This is an optimization exercise on Yosys and OpenROAD, whose aim is small area, a short achievable clock period and few clock cycles, not a production implementation. In this exercise RTL edits were held to simulation tests only and were not proved equivalent to the original.

--- flow/run.sh ---
#!/bin/bash
# synth_recipe.tcl (not shown) runs the flow's synth.tcl, then flattens the netlist and writes it again
# the make line also repeats each setting of config.mk as NAME=value (left out here)
make -C /OpenROAD-flow-scripts/flow DESIGN_CONFIG=/design/flow/config.mk WORK_HOME=/design/flow/orfs CLKGATE_MAP_FILE= SYNTH_SCRIPT=/design/flow/synth_recipe.tcl finish
--- flow/constraint.sdc ---
create_clock -name core_clock -period 12.0 [get_ports {Clock}]
set_input_delay 2.4000 -clock core_clock [delete_from_list [all_inputs] [get_ports {Clock}]]
set_output_delay 2.4000 -clock core_clock [all_outputs]
set_load 0.01 [all_outputs]
--- flow/design.v ---
`timescale 1ns/100ps
`default_nettype none
module m1(
input logic Clock,
input logic StartBit,
input logic Resetn,
input logic [15:0] ReadData,
output logic [15:0] WriteData,
output logic [17:0] SRAM_Address,
output logic Wen,
output logic StopBit
);
typedef enum logic [4:0] {
	 S_LEADIN0,  
    S_LEADIN1,  
	 S_LEADIN2,  
	 S_LEADIN3,  
	 S_LEADIN4,  
	 S_LEADIN5,  
	 S_LEADIN6,  
	 S_LEADIN7,  
	 S_LEADIN8,  
	 S_LEADIN9,  
	 S_LEADIN10, 
	 S_LEADIN11, 
	 S_LEADIN12, 
	 S_LEADIN13, 
    S_COMMONCASE0, 
	 S_COMMONCASE1, 
	 S_COMMONCASE2, 
	 S_COMMONCASE3, 
	 S_COMMONCASE4, 
	 S_COMMONCASE5, 
    S_LEADOUT0,
	 S_LEADOUT1,
	 S_LEADOUT2,
	 S_LEADOUT3,
    S_M1_IDLE
} M1_state_type;
M1_state_type state;
logic [31:0] M1a, M1b, M2a, M2b, M3a, M3b, M4a, M4b, M1Result, M2Result, M3Result, M4Result, RaccE, GaccE, BaccE, RaccO, GaccO, BaccO, RaccEStore, GaccEStore, BaccEStore, RaccOStore, GaccOStore, BaccOStore;
logic [63:0] M1ResultLong, M2ResultLong, M3ResultLong, M4ResultLong;
logic [15:0] UEUO, VEVO, UEUO1, UEUOT1, UEUOT2, VEVO1, VEVOT1, VEVOT2, YEYO, UR [5:0], VR [5:0];
logic [17:0] RGB_Address, U_Address, V_Address, Y_Address;
logic flag1;
logic [16:0] n, m;
logic [31:0] Ueven, Veven, Uodd, Vodd, UoddStore, VoddStore, UoddStoreShifted, VoddStoreShifted, YE, YO, YETemp, YOTemp, VevenShifted, VoddShifted, UevenShifted, UoddShifted, n1;
logic [7:0] RedE, GreenE, BlueE, RedO, GreenO, BlueO;
assign M1ResultLong = M1a * M1b;
assign M1Result = M1ResultLong[31:0];
assign M2ResultLong = M2a * M2b;
assign M2Result = M2ResultLong[31:0];
assign M3ResultLong = M3a * M3b;
assign M3Result = M3ResultLong[31:0];
assign M4ResultLong = M4a * M4b;
assign M4Result = M4ResultLong[31:0];
assign UoddStoreShifted = {{8{UoddStore[31]}}, UoddStore[31:8]};
assign VoddStoreShifted = {{8{VoddStore[31]}}, VoddStore[31:8]};
assign YE = YEYO[15:8] - 8'd16;
assign YO = YEYO[7:0] - 8'd16;
assign VevenShifted = {24'd0, Veven[7:0]} - 32'd128;
assign VoddShifted = VoddStoreShifted - 32'd128;
assign UevenShifted = {24'd0, Ueven[7:0]}  - 32'd128;
assign UoddShifted = UoddStoreShifted - 32'd128;
assign RedE = RaccE[31]? 8'd0:|RaccE[30:24]? 8'd255:RaccE[23:16];
assign GreenE = GaccE[31]? 8'd0:|GaccE[30:24]? 8'd255:GaccE[23:16];
assign BlueE = BaccE[31]? 8'd0:|BaccE[30:24]? 8'd255:BaccE[23:16];
assign RedO = RaccO[31]? 8'd0:|RaccO[30:24]? 8'd255:RaccO[23:16];
assign GreenO = GaccO[31]? 8'd0:|GaccO[30:24]? 8'd255:GaccO[23:16];
assign BlueO = BaccO[31]? 8'd0:|BaccO[30:24]? 8'd255:BaccO[23:16];
always_comb begin
	UEUO = 16'd0;
   VEVO = 16'd0;
	YEYO = 16'd0;
	WriteData = 16'd0;
	if (state == S_LEADIN2) begin
		UEUO = ReadData;
	end else if (state == S_LEADIN3) begin
		UEUO = ReadData;
	end else if (state == S_LEADIN4) begin
		VEVO = ReadData;
	end else if (state == S_LEADIN5) begin
		VEVO = ReadData;
	end else if (state == S_LEADIN6) begin
		YEYO = ReadData;
	end else if (state == S_LEADIN7) begin
		UEUO = ReadData;
	end else if (state == S_LEADIN8) begin
		VEVO = ReadData;
	end else if (state == S_COMMONCASE0) begin
		YEYO = ReadData;
	end else if (state == S_COMMONCASE1) begin
		WriteData = {RedE, GreenE};
	end else if (state == S_COMMONCASE2) begin
		if (flag1 != 1'b0) begin
			UEUO = ReadData;
		end
	end else if (state == S_COMMONCASE3) begin
		WriteData = {BlueE, RedO};
	end else if (state == S_COMMONCASE4) begin
		if (flag1 != 1'b0) begin
			VEVO = ReadData;
		end
	end else if (state == S_COMMONCASE5) begin
		WriteData = {GreenO, BlueO};
	end else if (state == S_LEADOUT0) begin
		YEYO = ReadData;
	end else if (state == S_LEADOUT1) begin
		WriteData = {RedE, GreenE};
	end else if (state == S_LEADOUT2) begin
		WriteData = {BlueE, RedO};
	end else if (state == S_LEADOUT3) begin
		WriteData = {GreenO, BlueO};
	end
end
always_ff@(posedge Clock or negedge Resetn) begin
	if (~Resetn) begin
		state <= S_M1_IDLE;
		SRAM_Address <= 18'd0;
		Wen <= 1'b1;
		StopBit <= 1'b0;
		M1a <= 32'd0;
		M1b <= 32'd0;
		M2a <= 32'd0;
		M2b <= 32'd0;
		M3a <= 32'd0;
		M3b <= 32'd0;
		M4a <= 32'd0;
		M4b <= 32'd0;
		UR[0] <= 16'd0; 
		UR[1] <= 16'd0;
		UR[2] <= 16'd0;
		UR[3] <= 16'd0;
		UR[4] <= 16'd0;
		UR[5] <= 16'd0;
		VR[0] <= 16'd0; 
		VR[1] <= 16'd0;
		VR[2] <= 16'd0;
		VR[3] <= 16'd0;
		VR[4] <= 16'd0;
		VR[5] <= 16'd0;
		RGB_Address <= 18'd146944;
		U_Address <= 18'd38400;
		V_Address <= 18'd57600;
		Y_Address <= 18'd0;
		flag1 <= 1'b0;
		Uodd <= 32'd0;
		Vodd <= 32'd0;
		UoddStore <= 32'd0;
		VoddStore <= 32'd0;
		UEUOT1 <= 32'd0;
		UEUOT2 <= 32'd0;
		VEVOT1 <= 32'd0;
		VEVOT2 <= 32'd0;
		YETemp <= 32'd0;
		YOTemp <= 32'd0;
		n <= 17'd5;
		n1 <= 32'd0;
		m <= 17'd0;
		RaccE <= 32'd0;
		GaccE <= 32'd0;
		BaccE <= 32'd0;
		RaccO <= 32'd0;
		GaccO <= 32'd0;
		BaccO <= 32'd0;
		RaccEStore <= 32'd0;
		GaccEStore <= 32'd0;
		BaccEStore <= 32'd0;
		RaccOStore <= 32'd0;
		GaccOStore <= 32'd0;
		BaccOStore <= 32'd0;
	end else begin
		case (state)
		S_M1_IDLE: begin
			if (StartBit == 1'b1) begin
				U_Address <= U_Address + 18'b1;
				SRAM_Address <= U_Address;
				state <= S_LEADIN0;
			end
		end
		S_LEADIN0: begin
			U_Address <= U_Address + 18'b1;
			SRAM_Address <= U_Address;
			state <= S_LEADIN1;
		end
		S_LEADIN1: begin
			V_Address <= V_Address + 18'b1;
			SRAM_Address <= V_Address;
			state <= S_LEADIN2;
		end
		S_LEADIN2: begin
			V_Address <= V_Address + 18'b1;
			SRAM_Address <= V_Address;
			UR[0] <= UEUO[15:8];
			UR[1] <= UEUO[15:8];
			UR[2] <= UEUO[15:8];
			UR[3] <= UEUO[7:0];
			state <= S_LEADIN3;
		end
		S_LEADIN3: begin
			Y_Address <= Y_Address + 18'b1;
			SRAM_Address <= Y_Address;
			UR[4] <= UEUO[15:8];
			UR[5] <= UEUO[7:0];
			M1a <= UR[0]; 
			M1b <= 32'd21;
			M2a <= UR[1];
			M2b <= 32'b11111111111111111111111111001100;
			M3a <= UR[2];
			M3b <= 32'd159;
			M4a <= UR[3];
			M4b <= 32'd159;
			Ueven <= UR[1];
			state <= S_LEADIN4;
		end
		S_LEADIN4: begin
			U_Address <= U_Address + 18'b1;
			SRAM_Address <= U_Address;
			M1a <= UR[4];
			M1b <= -32'd52;
			M2a <= UR[5];
			M2b <= 32'd21;
			Uodd <= M1Result + M2Result + M3Result + M4Result;
			VR[0] <= VEVO[15:8];
			VR[1] <= VEVO[15:8];
			VR[2] <= VEVO[15:8];
			VR[3] <= VEVO[7:0];
			state <= S_LEADIN5;
		end
		S_LEADIN5: begin
			V_Address <= V_Address + 18'b1;
			SRAM_Address <= V_Address;
			UoddStore <= Uodd + 31'd128 + M1Result + M2Result;
			VR[4] <= VEVO[15:8];
			VR[5] <= VEVO[7:0];
			M1a <= VR[0];
			M1b <= 32'd21;
			M2a <= VR[1];
			M2b <= -32'd52;
			M3a <= VR[2];
			M3b <= 32'd159;
			M4a <= VR[3];
			M4b <= 32'd159;
			Veven <= VR[1];
			state <= S_LEADIN6;
		end
		S_LEADIN6: begin
			YETemp <= YE;
			YOTemp <= YO;
			M1a <= VR[4];
			M1b <= -32'd52;
			M2a <= VR[5];
			M2b <= 32'd21;
			Vodd <= M1Result + M2Result + M3Result + M4Result;
			UR[4] <= UR[5];
			UR[3] <= UR[4];
			UR[2] <= UR[3];
			UR[1] <= UR[2];
			UR[0] <= UR[1];
			VR[4] <= VR[5];
			VR[3] <= VR[4];
			VR[2] <= VR[3];
			VR[1] <= VR[2];
			VR[0] <= VR[1];
			state <= S_LEADIN7;
		end
		S_LEADIN7: begin
			UEUO1 <= UEUO;
			UR[5] <= UEUO[15:8];
			VoddStore <= Vodd + 31'd128 + M1Result + M2Result;
			M1a <= UR[0];
			M1b <= 32'd21;
			M2a <= VR[0];
			M2b <= 32'd21;
			M3a <= YETemp;
			M3b <= 32'd76284;
			M4a <= YOTemp;
			M4b <= 32'd76284;
			Uodd <= 31'd128;
			Vodd <= 31'd128;
			state <= S_LEADIN8;
		end
		S_LEADIN8: begin
			VEVO1 <= VEVO;
			VR[5] <= VEVO[15:8];
			M1a <= UR[1];
			M1b <= -32'd52;
			M2a <= VR[1];
			M2b <= -32'd52;
			M3a <= VevenShifted;
			M3b <= 32'd104595;
			M4a <= VoddShifted;
			M4b <= 32'd104595;
			Uodd <= Uodd + M1Result;
			Vodd <= Vodd + M2Result;
			RaccEStore <= RaccEStore + M3Result;
			RaccOStore <= RaccOStore + M4Result;
			GaccEStore <= GaccEStore + M3Result;
			GaccOStore <= GaccOStore + M4Result;
			BaccEStore <= BaccEStore + M3Result;
			BaccOStore <= BaccOStore + M4Result;
			state <= S_LEADIN9;
		end
		S_LEADIN9: begin
			M1a <= UR[2];
			M1b <= 32'd159;
			M2a <= VR[2];
			M2b <= 32'd159;
			M3a <= UevenShifted;
			M3b <= 32'b11111111111111111001101111101000;
			M4a <= UoddShifted;
			M4b <= 32'b11111111111111111001101111101000;
			Uodd <= Uodd + M1Result;
			Vodd <= Vodd + M2Result;
			RaccEStore <= RaccEStore + M3Result;
			RaccOStore <= RaccOStore + M4Result;
			state <= S_LEADIN10;
		end
		S_LEADIN10: begin
			M1a <= UR[3];
			M1b <= 32'd159;
			M2a <= VR[3];
			M2b <= 32'd159;	
			M3a <= VevenShifted;
			M3b <= 32'b11111111111111110010111111011111;
			M4a <= VoddShifted;
			M4b <= 32'b11111111111111110010111111011111;
			Uodd <= Uodd + M1Result;
			Vodd <= Vodd + M2Result;
			GaccEStore <= GaccEStore + M3Result;
			GaccOStore <= GaccOStore + M4Result;
			state <= S_LEADIN11;
		end
		S_LEADIN11: begin
			Y_Address <= Y_Address + 18'b1;
			SRAM_Address <= Y_Address;
			M1a <= UR[4];
			M1b <= 32'b11111111111111111111111111001100;
			M2a <= VR[4];
			M2b <= 32'b11111111111111111111111111001100;
			M3a <= UevenShifted;
			M3b <= 32'd132251;
			M4a <= UoddShifted;
			M4b <= 32'd132251;
			Uodd <= Uodd + M1Result;
			Vodd <= Vodd + M2Result;
			GaccEStore <= GaccEStore + M3Result;
			GaccOStore <= GaccOStore + M4Result;
			state <= S_LEADIN12;
		end
		S_LEADIN12: begin
			M1a <= UR[5];
			M1b <= 32'd21;
			M2a <= VR[5];
			M2b <= 32'd21;
			Uodd <= Uodd + M1Result;
			Vodd <= Vodd + M2Result;
			RaccE <= RaccEStore;
			RaccO <= RaccOStore;
			GaccE <= GaccEStore;
			GaccO <= GaccOStore;
			BaccE <= BaccEStore + M3Result;
			BaccO <= BaccOStore + M4Result;
			RaccEStore <= 32'd0;
			GaccEStore <= 32'd0;
			BaccEStore <= 32'd0;
			RaccOStore <= 32'd0;
			GaccOStore <= 32'd0;
			BaccOStore <= 32'd0;
			state <= S_LEADIN13;
		end
		S_LEADIN13: begin	
			U_Address <= U_Address + 18'b1;
			SRAM_Address <= U_Address;
			UoddStore <= Uodd + M1Result;
			VoddStore <= Vodd + M2Result;
			Uodd <= 32'd128;
			Vodd <= 32'd128;
			UR[5] <= UEUO1[7:0];
			VR[5] <= VEVO1[7:0];
			UR[4] <= UR[5];
			UR[3] <= UR[4];
			UR[2] <= UR[3];
			UR[1] <= UR[2];
			UR[0] <= UR[1];
			VR[4] <= VR[5];
			VR[3] <= VR[4];
			VR[2] <= VR[3];
			VR[1] <= VR[2];
			VR[0] <= VR[1];
			state <= S_COMMONCASE0;
		end
		S_COMMONCASE0: begin
			RGB_Address <= RGB_Address + 18'b1;
			SRAM_Address <= RGB_Address;
			Wen <= 1'b0;
			flag1 <= ~flag1;
			M1a <= UR[4];
			M1b <= 32'b11111111111111111111111111001100;
			M2a <= VR[4];
			M2b <= 32'b11111111111111111111111111001100;
			M3a <= YE;
			M3b <= 32'd76284;
			M4a <= YO;
			M4b <= 32'd76284;
			if (n != 17'd1) begin
				Ueven <= UR[1];
				Veven <= VR[1];
			end
			Uodd <= Uodd + M1Result;
			Vodd <= Vodd + M2Result;
			n1 <= n1 + 32'b1;
			state <= S_COMMONCASE1;
		end
		S_COMMONCASE1: begin
			if (flag1 != 1'b0) begin
				V_Address <= V_Address + 18'b1;
				SRAM_Address <= V_Address;
			end
			Wen <= 1'b1;
			M1a <= UR[3];
			M1b <= 32'd159;
			M2a <= VR[3];
			M2b <= 32'd159;	
			M3a <= VevenShifted;
			M3b <= 32'd104595;
			M4a <= VoddShifted;
			M4b <= 32'd104595;
			Uodd <= Uodd + M1Result;
			Vodd <= Vodd + M2Result;
			RaccEStore <= RaccEStore + M3Result;
			RaccOStore <= RaccOStore + M4Result;
			GaccEStore <= GaccEStore + M3Result;
			GaccOStore <= GaccOStore + M4Result;
			BaccEStore <= BaccEStore + M3Result;
			BaccOStore <= BaccOStore + M4Result;
			n1 <= n1 + 32'b1;
			state <= S_COMMONCASE2;
		end
		S_COMMONCASE2: begin
			RGB_Address <= RGB_Address + 18'b1;
			SRAM_Address <= RGB_Address;
			Wen <= 1'b0;
			if (flag1 != 1'b0 && (n < 17'd313 || n > 17'd319)) begin
				UEUO1 <= UEUO;
			end else if (n == 313) begin
				UEUOT1 <= UEUO;
			end else if (n == 317) begin
				UEUOT2 <= UEUO;
			end
			M1a <= UR[2];
			M1b <= 32'd159;
			M2a <= VR[2];
			M2b <= 32'd159;
			M3a <= UevenShifted;
			M3b <= 32'b11111111111111111001101111101000;
			M4a <= UoddShifted;
			M4b <= 32'b11111111111111111001101111101000;
			Uodd <= Uodd + M1Result;
			Vodd <= Vodd + M2Result;
			RaccEStore <= RaccEStore + M3Result;
			RaccOStore <= RaccOStore + M4Result;
			n1 <= n1 + 32'b1;
			state <= S_COMMONCASE3;
		end
		S_COMMONCASE3: begin
			Y_Address <= Y_Address + 18'b1;
			SRAM_Address <= Y_Address;
			Wen <= 1'b1;
			M1a <= UR[1];
			M1b <= 32'b11111111111111111111111111001100;
			M2a <= VR[1];
			M2b <= 32'b11111111111111111111111111001100;
			M3a <= VevenShifted;
			M3b <= 32'b11111111111111110010111111011111;
			M4a <= VoddShifted;
			M4b <= 32'b11111111111111110010111111011111;
			Uodd <= Uodd + M1Result;
			Vodd <= Vodd + M2Result;
			GaccEStore <= GaccEStore + M3Result;
			GaccOStore <= GaccOStore + M4Result;
			n1 <= n1 + 32'b1;
			state <= S_COMMONCASE4;
		end
		S_COMMONCASE4: begin
			RGB_Address <= RGB_Address + 18'b1;
			SRAM_Address <= RGB_Address;
			Wen <= 1'b0;
			if (flag1 != 1'b0 && (n < 17'd313 || n > 17'd319)) begin
				VEVO1 <= VEVO;
			end else if (n == 313) begin
				VEVOT1 <= VEVO;
			end else if (n == 317) begin
				VEVOT2 <= VEVO;
			end
			M1a <= UR[0];
			M1b <= 32'd21;
			M2a <= VR[0];
			M2b <= 32'd21;
			M3a <= UevenShifted;
			M3b <= 32'd132251;
			M4a <= UoddShifted;
			M4b <= 32'd132251;
			Uodd <= Uodd + M1Result;
			Vodd <= Vodd + M2Result;
			GaccEStore <= GaccEStore + M3Result;
			GaccOStore <= GaccOStore + M4Result;
			n1 <= n1 + 32'b1;
			state <= S_COMMONCASE5;
		end
		S_COMMONCASE5: begin
			if (flag1 == 1'b0) begin
				U_Address <= U_Address + 18'b1;
				SRAM_Address <= U_Address;
			end
			Wen <= 1'b1;
			if (n < 17'd313 || n > 17'd319) begin
				if (flag1 != 1'b0) begin
					M1a <= UEUO1[15:8];
					M1b <= 32'd21;
					M2a <= VEVO1[15:8];
					M2b <= 32'd21;
					UR[5] <= UEUO1[15:8];
					VR[5] <= VEVO1[15:8];
				end else begin
					M1a <= UEUO1[7:0];
					M1b <= 32'd21;
					M2a <= VEVO1[7:0];
					M2b <= 32'd21;
					UR[5] <= UEUO1[7:0];
					VR[5] <= VEVO1[7:0];
				end
				UR[4] <= UR[5];
				UR[3] <= UR[4];
				UR[2] <= UR[3];
				UR[1] <= UR[2];
				UR[0] <= UR[1];
				VR[4] <= VR[5];
				VR[3] <= VR[4];
				VR[2] <= VR[3];
				VR[1] <= VR[2];
				VR[0] <= VR[1];
			end else if (n == 17'd313 || n == 17'd315 || n == 17'd317) begin
				M1a <= UEUO1[7:0];
				M1b <= 32'd21;
				M2a <= VEVO1[7:0];
				M2b <= 32'd21;
				UR[5] <= UEUO1[7:0];
				VR[5] <= VEVO1[7:0];
				UR[4] <= UR[5];
				UR[3] <= UR[4];
				UR[2] <= UR[3];
				UR[1] <= UR[2];
				UR[0] <= UR[1];
				VR[4] <= VR[5];
				VR[3] <= VR[4];
				VR[2] <= VR[3];
				VR[1] <= VR[2];
				VR[0] <= VR[1];
			end else if (n == 17'd319) begin
				M1a <= UEUOT2[7:0];
				M1b <= 32'd21;
				M2a <= VEVOT2[7:0];
				M2b <= 32'd21;
				UR[5] <= UEUOT2[7:0];
				UR[4] <= UEUOT2[15:8];
				UR[3] <= UEUOT1[7:0];
				UR[2] <= UEUOT1[15:8];
				UR[1] <= UEUOT1[15:8];
				UR[0] <= UEUOT1[15:8];
				VR[5] <= VEVOT2[7:0];
				VR[4] <= VEVOT2[15:8];
				VR[3] <= VEVOT1[7:0];
				VR[2] <= VEVOT1[15:8];
				VR[1] <= VEVOT1[15:8];
				VR[0] <= VEVOT1[15:8];
				Ueven <= UR[5];
				Veven <= VR[5];
			end
			UoddStore <= Uodd + M1Result;
			VoddStore <= Vodd + M2Result;
			Uodd <= 32'd128;
			Vodd <= 32'd128;
			RaccE <= RaccEStore;
			RaccO <= RaccOStore;
			GaccE <= GaccEStore;
			GaccO <= GaccOStore;
			BaccE <= BaccEStore + M3Result;
			BaccO <= BaccOStore + M4Result;
			RaccEStore <= 32'd0;
			GaccEStore <= 32'd0;
			BaccEStore <= 32'd0;
			RaccOStore <= 32'd0;
			GaccOStore <= 32'd0;
			BaccOStore <= 32'd0;
			if (n == 17'd319) begin
				n <= 17'd1;  
				m <= m + 17'd1;  
			end else begin
				n <= n + 17'd2;  
			end
			n1 <= n1 + 32'b1;
			if (m == 17'd240) begin
				state <= S_LEADOUT0;
			end else begin
				state <= S_COMMONCASE0;
			end
		end
		S_LEADOUT0: begin
			RGB_Address <= RGB_Address + 18'b1;
			SRAM_Address <= RGB_Address;
			Wen <= 1'b0;
			state <= S_LEADOUT1;
		end
		S_LEADOUT1: begin
			RGB_Address <= RGB_Address + 18'b1;
			SRAM_Address <= RGB_Address;
			Wen <= 1'b0;
			state <= S_LEADOUT2;
		end
		S_LEADOUT2: begin
			RGB_Address <= RGB_Address + 18'b1;
			SRAM_Address <= RGB_Address;
			Wen <= 1'b0;
			state <= S_LEADOUT3;
		end
		S_LEADOUT3: begin
			Wen <= 1'b1;
			StopBit <= 1'b1;
			state <= S_M1_IDLE;
		end
		default: state <= S_M1_IDLE;
		endcase
	end
end
endmodule
--- flow/config.mk ---
export PLATFORM = sky130hd
export DESIGN_NAME = m1
export DESIGN_NICKNAME = m1
export VERILOG_FILES = /design/flow/design.v
export SDC_FILE = /design/flow/constraint.sdc
export NUM_CORES = 4
export LEC_CHECK = 0
export CAP_MARGIN = 20
export CORE_MARGIN = 2
export CORE_UTILIZATION = 40
export SLEW_MARGIN = 20
==> summary.txt <==
[cells in the mapped netlist, types with 38 or more instances]
| cell type | instances |
|---|---|
| a21o_1 | 153 |
| a22o_1 | 41 |
| a22oi_1 | 78 |
| xor2_1 | 225 |
| nor3_1 | 109 |
| inv_1 | 1315 |
| a222oi_1 | 72 |
| o21a_1 | 66 |
| o21bai_1 | 41 |
| nor2_1 | 507 |
| a21oi_1 | 547 |
| or3_1 | 38 |
| a211oi_1 | 52 |
| xnor2_1 | 397 |
| nand2b_1 | 78 |
| fa_1 | 947 |
| o21ai_0 | 623 |
| nand2_1 | 1246 |
| and3_1 | 58 |
| nor2b_1 | 63 |
| dfrtp_1 | 764 |
| o22ai_1 | 40 |
| ha_1 | 1007 |
| clkbuf_1 | 312 |
| a31oi_1 | 50 |
| nand4_1 | 40 |
| and2_1 | 254 |
| edfxtp_1 | 48 |
| nand3_1 | 195 |
[final timing paths]
| path | to | slack [ns] |
|---|---|---|
| max | RaccEStore[31] | 0.92 |
| min | n[0] | 0.41 |
| max reg2reg | RaccEStore[31] | 0.92 |
| min reg2reg | n[0] | 0.41 |
| max in group asynchronous | M2b[30] | 7.45 |
| min in group asynchronous | m[5] | 1.65 |
[flip-flops by register name, indices dropped and copies added, names as in the netlist, 24 cells and up]
name        cells
GaccEStore     32
BaccOStore     32
UR             48
BaccEStore     32
Vodd           32
VoddStore      24
Uodd           32
RaccEStore     32
RaccOStore     32
M4a            25
UoddStore      24
VR             48
GaccOStore     32
[through the flow]
stage               utilization (%)  hold slack (ns)  std cells
floorplan                         -           0.4334       9876
global placement              42.16           0.3955      12740
detailed placement            42.17           0.3980      12740
CTS                           43.79           0.4049      12930
global route                  43.80           0.4139      12930
finish                        43.81           0.4063      12940
[area by class of cell]
type,instances,share of cell area (%)
Clock buffer,148,2.968
Sequential cell,831,21.44
Inverter,1316,5.028
Multi-Input combinational cell,7386,64.14
Clock inverter,42,0.7400
Timing Repair Buffer,218,1.867
Tap cell,2992,3.811
Antenna cell,3,0.007642
[logic make-up (layout without fill, tap and decap cells)]
logic type                 Yosys count  count (layout)  synth area share, %
AOI/OAI and AO/OA                 2095            2095                14.68
xor gates and xnor gates           626             626                6.134
muxes                               17              17               0.1989
buffers and inverters             1659            1724                6.925
other                                0               3                    0
DFF                                831             831                23.40
adders and majority gates         1964            1964                35.19
and+or+nand+nor                   2684            2684                13.47
[layer usage]
metal / wire length (um) / GRT usage (%)
met1: 124500 / 34.04
met4: 12290 / 9.589
met5: 44 / 0
met3: 18830 / 3.648
met2: 125000 / 37.96
[worst register-to-register path, delay by kind of cell (launching register included)]
family	cells	cell delay [ns]
buffers and inverters	5	0.83
adder cells (fa/ha/maj)	11	5.46
XOR/XNOR	2	0.85
AND/OR/NAND/NOR	5	0.98
AO/OA/AOI/OAI	10	2.10
flip-flops	1	0.78
==> flow_summary.toml <==
[outcome]
status = "timing/DRC/antenna clean"

[finish]
register_area_um2 = 21060
layout_commonest_cell = "inv_1"
fin_nets = 11830
multiInputGateArea_um2 = 63010
final_cell_mix = "inv_1, nand2_1, ha_1"
final_area_um2 = 98240
areaGrowthSynthToFinish_pct = 9.173
drive_gt1_share_pct = 4.587
fill_cells = 22000

[cts]
clkTransAtPathRegs_ns = 0.06
worstSkewPairLatency_ns = 0.78
clock_tree.root_cell = "clkbuf_16"
cts_setup_buffers = 0
cts_buffers = 101
h-tree-depth = 3
ctsHoldBuffers = 0
cts_tree = "done"
cts_buffer_depth = 3
cts_resized = 0
cts_num_sinks = 831

[worst_hold_path]
holdPathStages = 0
hold_path_class = "register to register"
min_from = "n[0]"

[floorplanning]
die_w_um = 478.3
rows = 174
die_area_um2 = 228800
pin_count = 55
initial_core_util_pct = 40.13
coreArea_um2 = 224200
die_y_um = 478.3

[critical_path]
crit_buf_inv = 5
worstSetupStartpoint = "M3a[30]"
worst-r2r-cell-count = 33
worstSetupPathType = "register to register"
endpoint_kind = "register"
crit_top_cell = "fa_1"
cp_num_cells = 33
critPathMaxFanout = 17
crit_path_start_kind = "register"
crit_family = "adder cells"
cp_slowest_cell = "dfrtp_1"
r2r_start = "M3a[30]"
crit_arrival_ns = 11.76
cp_data_required_time_ns = 12.68
slowest_delay_ns = 0.78

[global_route]
grt-ovfl-total = 0
grt_start_max_net_pins = 167
grt_first_pass_wirelength_mm = 436.3
grt_pass1_vias = 72660
grt_antenna_before_repair = 9
grt_use_total_pct = 24.38

[drt]
wl_mm = 280.7
drc = 0
drt-initial-drc-count = 5854
via_count = 71220
avgRoutedWirePerCell_um = 21.70
vias_per_cell = 5.506
final_antenna_net_count = 0
first_pass_iters = 9

[synthesis]
synth_warnings = 3
synth_top_area_share_pct = 21.25
synthTopCellsByArea = "dfrtp_1, fa_1, ha_1"
yosys_most_used_dff = "dfrtp_1"
ys_seq_area_share_pct = 23.40
synth_area_um2 = 89980
syn_avg_cell_area_um2 = 9.111
syn_nets = 11850
yosys.cell_types.count = 93
synth_top_area_cell = "dfrtp_1"
ys_seq_elements = 831
synthCells = 9876
async_flop_share_pct = 94.22
synth-edff-count = 48

[sta]
finClkSkew_ns = 0.08583
fin_crit_sh_pct = 92.31
tns_ns = 0
max_freq_mhz = 90.28
final-max-slew-violation-count = 0
max_slew_margin_pct = 16.44
worst_slack_ns = 0.9233
period_minus_slack_ns = 11.08
timing.final.hold_violations = 0
setup_viol = 0
tightest_slew_ns = 1.253
rsz0062_at_grt = "false"

[place]
place.gp.congestion = 0.9478
io_buffer_count = 54
place_area_um2 = 94550
dp_slack_ns = 1.124
hpwl_mm = 222.4

[flow_run]
maxCapViolCount = 0
Testbench counts, summed over its fixed seeds: cycles 1,382,478.

port drivers added, routing unchanged:
The results above use ideal ports. As a check the final layout listed here was re-extracted and re-timed, cells and wires unchanged.
Step 1: set_driving_cell puts a clkbuf_16 on Clock and a buf_2 on each other input, an assumption about the parent block.
Step 2 also shifts input and output timing later by t, the mid clock arrival at the registers, as if the neighbouring blocks saw the same clock.
Slacks: ideal / step 1 / step 2; pairs: ideal / step 1.
t, ns: 0.823
slack for setup (ns): 0.923 / 0.923 / 0.923
worst register clock-pin slew, ns: 0.07 / 0.07
worst data-port slew with drivers (ns): 0.09
After both steps setup and hold are still met in this run. For this run, drivers alone change the setup slack by 0.000 ns; drivers and shift together by 0.000 ns.
